From an optimization exercise on the open Yosys and OpenROAD flow, aimed at small area; shortcuts taken in it are not production practice.
Only simulation tests tie the RTL to the original design; equivalence was not proved.
Power and IR drop assume default switching activity.

==> flow/design.v <==
module switch(
	input clk,
	input rst,
	input start,
	input in_0,
	input in_1,
	output reg wr,              
	output reg [3:0] p,         
	output [3:0] p_out          
);
	reg run;                    
	reg [1:0] cnt;              
	reg r, done;
	reg [1:0] c;
	reg [3:0] q;
	always @(posedge clk) begin
		r = run | ~start;
		c = start ? cnt : 2'd0;
		q = start ? p : 4'd0;
		done = 1'b0;
		if (r) begin
			if (in_0) begin
				if (c == 2'd3) done = 1'b1;
				c = c + 2'd1;
			end
			if (in_1 && !done) begin
				q[c] = 1'b1;
				if (c == 2'd3) done = 1'b1;
				c = c + 2'd1;
			end
		end
		cnt <= c;
		if (rst) begin
			run <= 1'b0;
			wr <= 1'b0;
			p <= 4'd0;
		end else begin
			run <= r & ~done;
			wr <= done;
			p <= q;
		end
	end
	assign p_out = run ? 4'd0 : p;
endmodule
module buffer(
	input clk,
	input rst,
	input [3:0] p_in,
	input read,
	input write,
	output reg [23:0] memory,
	output reg [2:0] fullness,
	output reg [15:0] time_total,
	output reg [9:0] input_count,
	output reg [7:0] drop_count
);
	reg [13:0] nage [0:5];         
	wire [13:0] age [0:5];
	genvar g;
	generate for (g = 0; g < 6; g = g + 1) begin : g_age
		assign age[g] = ~nage[g];
	end endgenerate
	wire rd = read & (fullness != 3'd0);
	wire drop = write & ~read & (fullness == 3'd6);
	wire sh = read | drop;
	wire [2:0] f1 = fullness - {2'd0, rd};
	wire [2:0] f2 = f1 + {2'd0, write & ~drop};
	wire nr = ~rst;
	wire s_sh = sh & nr;           
	wire s_hold = ~sh & nr;        
	integer j, k;
	reg [13:0] x;
	reg [14:0] cc;
	reg [5:0] wrap;
	reg [13:0] n [0:5];
	always @(*) begin
		for (j = 0; j < 6; j = j + 1) begin
			if (j < 5) x = (age[(j + 1) % 6] & {14{s_sh}}) | (age[j] & {14{s_hold}});
			else x = age[j] & {14{s_hold}};
			cc[0] = nr & (j < f2);
			for (k = 0; k < 14; k = k + 1) begin
				n[j][k] = x[k] ^ cc[k];
				cc[k + 1] = x[k] & cc[k];
			end
			wrap[j] = cc[14];
		end
	end
	wire s1 = wrap[0] ^ wrap[1] ^ wrap[2];
	wire k1 = (wrap[0] & wrap[1]) | (wrap[0] & wrap[2]) | (wrap[1] & wrap[2]);
	wire s2 = wrap[3] ^ wrap[4] ^ wrap[5];
	wire k2 = (wrap[3] & wrap[4]) | (wrap[3] & wrap[5]) | (wrap[4] & wrap[5]);
	wire [1:0] wc = {k1 ^ k2 ^ (s1 & s2), s1 ^ s2};
	wire [15:0] tt = time_total & {16{nr}};
	wire [15:0] v = ~({wc, age[0] & {14{sh}}} & {16{nr}});
	wire [2:0] fz = f2 & {3{nr}};
	reg [15:0] ps, pc;
	reg [16:0] tc;
	reg [15:0] tn;
	always @(*) begin
		for (k = 0; k < 16; k = k + 1) begin
			if (k < 3) begin
				ps[k] = tt[k] ^ v[k] ^ fz[k];
				pc[k] = (tt[k] & v[k]) | (tt[k] & fz[k]) | (v[k] & fz[k]);
			end else begin
				ps[k] = tt[k] ^ v[k];
				pc[k] = tt[k] & v[k];
			end
		end
		tc[0] = 1'b1;
		for (k = 0; k < 16; k = k + 1) begin
			if (k == 0) begin
				tn[k] = ps[k] ^ tc[k];
				tc[k + 1] = ps[k] & tc[k];
			end else begin
				tn[k] = ps[k] ^ pc[k - 1] ^ tc[k];
				tc[k + 1] = (ps[k] & pc[k - 1]) | (ps[k] & tc[k]) | (pc[k - 1] & tc[k]);
			end
		end
	end
	wire [9:0] icq = input_count & {10{nr}};
	wire [7:0] dcq = drop_count & {8{nr}};
	reg [10:0] ic;
	reg [8:0] dc;
	reg [9:0] icn;
	reg [7:0] dcn;
	always @(*) begin
		ic[0] = write & nr;
		for (k = 0; k < 10; k = k + 1) begin
			icn[k] = icq[k] ^ ic[k];
			ic[k + 1] = icq[k] & ic[k];
		end
		dc[0] = drop & nr;
		for (k = 0; k < 8; k = k + 1) begin
			dcn[k] = dcq[k] ^ dc[k];
			dc[k + 1] = dcq[k] & dc[k];
		end
	end
	reg [5:0] wsel;
	reg [23:0] mn;
	always @(*) begin
		for (j = 0; j < 6; j = j + 1) begin
			wsel[j] = write & nr & (j == 5 ? (f1 >= 3'd5) : (f1 == j));
			if (j < 5)
				mn[4 * j +: 4] = (memory[4 * ((j + 1) % 6) +: 4] & {4{s_sh}}) |
					(memory[4 * j +: 4] & {4{s_hold}}) | (p_in & {4{wsel[j]}});
			else
				mn[4 * j +: 4] = (memory[4 * j +: 4] & {4{s_hold}}) | (p_in & {4{wsel[j]}});
		end
	end
	always @(posedge clk) begin
		for (j = 0; j < 6; j = j + 1) nage[j] <= ~n[j];
		memory <= mn;
		fullness <= f2 & {3{nr}};
		time_total <= tn;
		input_count <= icn;
		drop_count <= dcn;
	end
endmodule
module rca #(parameter W = 8) (
	input [W-1:0] a,
	input [W-1:0] b,
	input ci,
	output [W-1:0] s
);
	wire [W:0] cy;
	assign cy[0] = ci;
	genvar i;
	generate
		for (i = 0; i < W; i = i + 1) begin : g
			assign s[i] = a[i] ^ b[i] ^ cy[i];
			assign cy[i + 1] = (a[i] & b[i]) | (a[i] & cy[i]) | (b[i] & cy[i]);
		end
	endgenerate
endmodule
module gt #(parameter W = 8) (
	input [W-1:0] a,
	input [W-1:0] b,
	output o
);
	wire [W:0] c;
	assign c[0] = 1'b0;
	genvar i;
	generate
		for (i = 0; i < W; i = i + 1) begin : g
			assign c[i + 1] = (a[i] & ~b[i]) | (c[i] & (a[i] | ~b[i]));
		end
	endgenerate
	assign o = c[W];
endmodule
module decision(
	input  clk,
	input  rst,
	input  read_clk,
	input [2:0] fullness_1,
	input [2:0] fullness_2,
	input [2:0] fullness_3,
	input [2:0] fullness_4,
	input [15:0] total_time_1,
	input [15:0] total_time_2,
	input [15:0] total_time_3,
	input [15:0] total_time_4,
	output reg read_1,
	output reg read_2,
	output reg read_3,
	output reg read_4
);
	function [15:0] sq;
		input [2:0] f;
		input [11:0] w;
		case (f)
			3'd0: sq = 16'd0;
			3'd1: sq = w;
			3'd2: sq = w * 4;
			3'd3: sq = w * 9;
			3'd4: sq = w * 16;
			3'd5: sq = w * 25;
			3'd6: sq = w * 36;
			default: sq = w * 49;
		endcase
	endfunction
	wire [15:0] k0 = sq(fullness_1, 12'd15);
	wire [15:0] k1 = sq(fullness_2, 12'd425);
	wire [15:0] k2 = sq(fullness_3, 12'd759);
	wire [15:0] k3 = sq(fullness_4, 12'd1000);
	wire [18:0] h0, g0;
	rca #(19) a0a({total_time_1, 3'd0}, ~{3'd0, total_time_1}, 1'b1, g0);
	rca #(19) a0b(g0, {12'd0, k0[9:3]}, 1'b0, h0);
	wire [21:0] p0 = {h0, k0[2:0]};
	wire [18:0] h1, g1;
	rca #(19) a1a({1'b0, total_time_2, 2'd0}, {3'd0, total_time_2}, 1'b0, g1);
	rca #(19) a1b(g1, {8'd0, k1[13:3]}, 1'b0, h1);
	wire [21:0] p1 = {h1, k1[2:0]};
	wire [20:0] g2a, g2, p2;
	rca #(21) a2a({4'd0, total_time_3, 1'b0}, {5'd0, total_time_3}, 1'b0, g2a);
	rca #(21) a2b({1'b0, total_time_3, 4'd0}, g2a, 1'b0, g2);
	rca #(21) a2c(g2, {6'd0, k2[14:0]}, 1'b0, p2);
	wire [17:0] g3, p3;
	rca #(18) a3a({1'b0, total_time_4, 1'b0}, {2'd0, total_time_4}, 1'b0, g3);
	rca #(18) a3b(g3, {2'd0, k3}, 1'b0, p3);
	wire c01, c23, c02, c03, c12, c13;
	gt #(22) g01(p1, p0, c01);
	gt #(21) g23({3'd0, p3}, p2, c23);
	gt #(22) g02({1'b0, p2}, p0, c02);
	gt #(22) g03({4'd0, p3}, p0, c03);
	gt #(22) g12({1'b0, p2}, p1, c12);
	gt #(22) g13({4'd0, p3}, p1, c13);
	wire cf = c23 ? (c01 ? c13 : c03) : (c01 ? c12 : c02);
	wire go = read_clk & ~rst;
	always @(posedge clk) begin
		read_1 <= go & ~cf & ~c01;
		read_2 <= go & ~cf & c01;
		read_3 <= go & cf & ~c23;
		read_4 <= go & cf & c23;
	end
endmodule
module qos_queue(
	input clk,
	input rst,                  
	input start,                
	input in_0,                 
	input in_1,                 
	input read_tick,            
	output [3:0]  p_in,         
	output [3:0]  read,         
	output [11:0] fullness,     
	output [95:0] memory,       
	output [31:0] drop_count,   
	output [39:0] input_count   
);
	wire wr;
	wire [3:0] pk;
	wire [15:0] total_times[3:0];
	switch switch1(clk, rst, start, in_0, in_1, wr, pk, p_in);
	genvar b;
	generate
		for (b = 0; b < 4; b = b + 1) begin : g_buf
			buffer buffer_i(clk, rst, pk, read[b], wr & (pk[3:2] == b),
				memory[24*b +: 24], fullness[3*b +: 3], total_times[b],
				input_count[10*b +: 10], drop_count[8*b +: 8]);
		end
	endgenerate
	decision decision1(clk, rst, read_tick, fullness[2:0], fullness[5:3], fullness[8:6], fullness[11:9],
		total_times[0], total_times[1], total_times[2], total_times[3], read[0], read[1], read[2], read[3]);
endmodule
Settings: LEC_CHECK=0, ABC_AREA=1, CAP_MARGIN=20, CORE_MARGIN=2, CORE_UTILIZATION=70, SLEW_MARGIN=20; clock period 12.0 ns.
standard.sh (not shown) runs the stock make flow with config.mk's settings and CLKGATE_MAP_FILE= SYNTH_SCRIPT=/design/flow/synth_recipe.tcl, a recipe that flattens the netlist after the stock synthesis.
==> flow/flow/run.sh <==
#!/bin/bash
# Layout flow: the standard ORFS flow (standard.sh) with
#  - synthesis by flow/synth.tcl (area-oriented logic mapping, same registers),
#  - port buffers of the smallest buffer cell instead of clkdlybuf4s50_1,
#  - clock tree synthesis with sink clusters of at most 25 sinks and 70 um
#    and without dummy loads.
# The make output goes to flow.log; ORFS keeps each step's log under orfs/logs.
set -euo pipefail
W=$PWD
bash standard.sh \
  "SYNTH_SCRIPT=$W/flow/synth.tcl" \
  "BUFFER_PORTS_ARGS=-buffer_cell sky130_fd_sc_hd__buf_1" \
  "CTS_ARGS=-sink_clustering_enable -repair_clock_nets -sink_clustering_size 25 -sink_clustering_max_diameter 70 -dont_use_dummy_load" \
  finish > "$W/flow.log" 2>&1
==> flow/flow/area.abc <==
strash
dch -f
amap
topo
==> flow/flow/synth.tcl <==
# The standard synthesis (synth_recipe.tcl), with three changes to the
# logic mapping only: Yosys's synth runs without its internal abc pass, so
# extract_fa sees the ripple adders as the RTL writes them; extract_fa only
# extracts full adders (half adders are left to ABC, which can then merge
# the inversions of the inverted age registers into the increment logic);
# and the final ABC mapping uses flow/area.abc, an area-only mapping without
# buffering or upsizing (placement repairs slew, capacitance and timing).
# Registers and their names are the same as in the standard synthesis.
set flow_dir [file dirname [file normalize [info script]]]
proc synth {args} { yosys synth -nofsm -noshare -noabc {*}$args }
proc abc {args} {
  set i [lsearch -exact $args -script]
  if { $i >= 0 } { lset args [expr { $i + 1 }] $::flow_dir/area.abc }
  yosys abc {*}$args
}
proc extract_fa {args} { yosys extract_fa -fa }
source $::env(SCRIPTS_DIR)/synth.tcl
# left out here: clear keep_hierarchy, flatten, clean up, hide names made inside functions, write 1_2_yosys.v
The first run finished with timing, DRC and antenna clean.
Next try:
--- a/flow/design.v
+++ b/flow/design.v
@@ -60,10 +60,10 @@
 	generate for (g = 0; g < 6; g = g + 1) begin : g_age
 		assign age[g] = ~nage[g];
 	end endgenerate
 	wire rd = read & (fullness != 3'd0);
-	wire drop = write & ~read & (fullness == 3'd6);
-	wire sh = read | drop;
+	wire drop = write & ~rd & (fullness == 3'd6);
+	wire sh = rd | drop;
 	wire [2:0] f1 = fullness - {2'd0, rd};
 	wire [2:0] f2 = f1 + {2'd0, write & ~drop};
 	wire nr = ~rst;
 	wire s_sh = sh & nr;           
Outcome:
- total power goes down by about 2.8%
- via count barely changes
- die area stays flat
- non-clock buffer count rose by 2
- sequential cell count stays the same
- cell area barely changes
- sequential power barely changes
- core utilization drops by 0.18 points
- clock-buffer cell count fell by 3
- clock power went down by about 6%

what the ideal ports hide:
How much do the figures lean on ideal ports? The routed layouts below were timed once more, with nothing changed but the port constraints. Step 1 sets driving cells, clkbuf_16 on the clock port and buf_2 on the other inputs (assumed; they add their load-dependent delay and slew). Step 2, shift: input delay + t, output delay - t, t = (earliest + latest rising clock arrival at the registers) / 2. This alone moves slack from input paths to output paths. Three values: ideal, step 1, step 2; two values: the first two.
run	shift t [ns]	setup slack, ns	pins driven straight from the clock port
the first run	0.604	1.325 / 1.361 / 0.757	1
the second run	0.643	1.617 / 1.617 / 1.249	1
After both steps setup and hold are still met in every run listed. The setup slack of the first run, which loses most, moves by +0.036 ns with the drivers and by -0.568 ns with both steps.
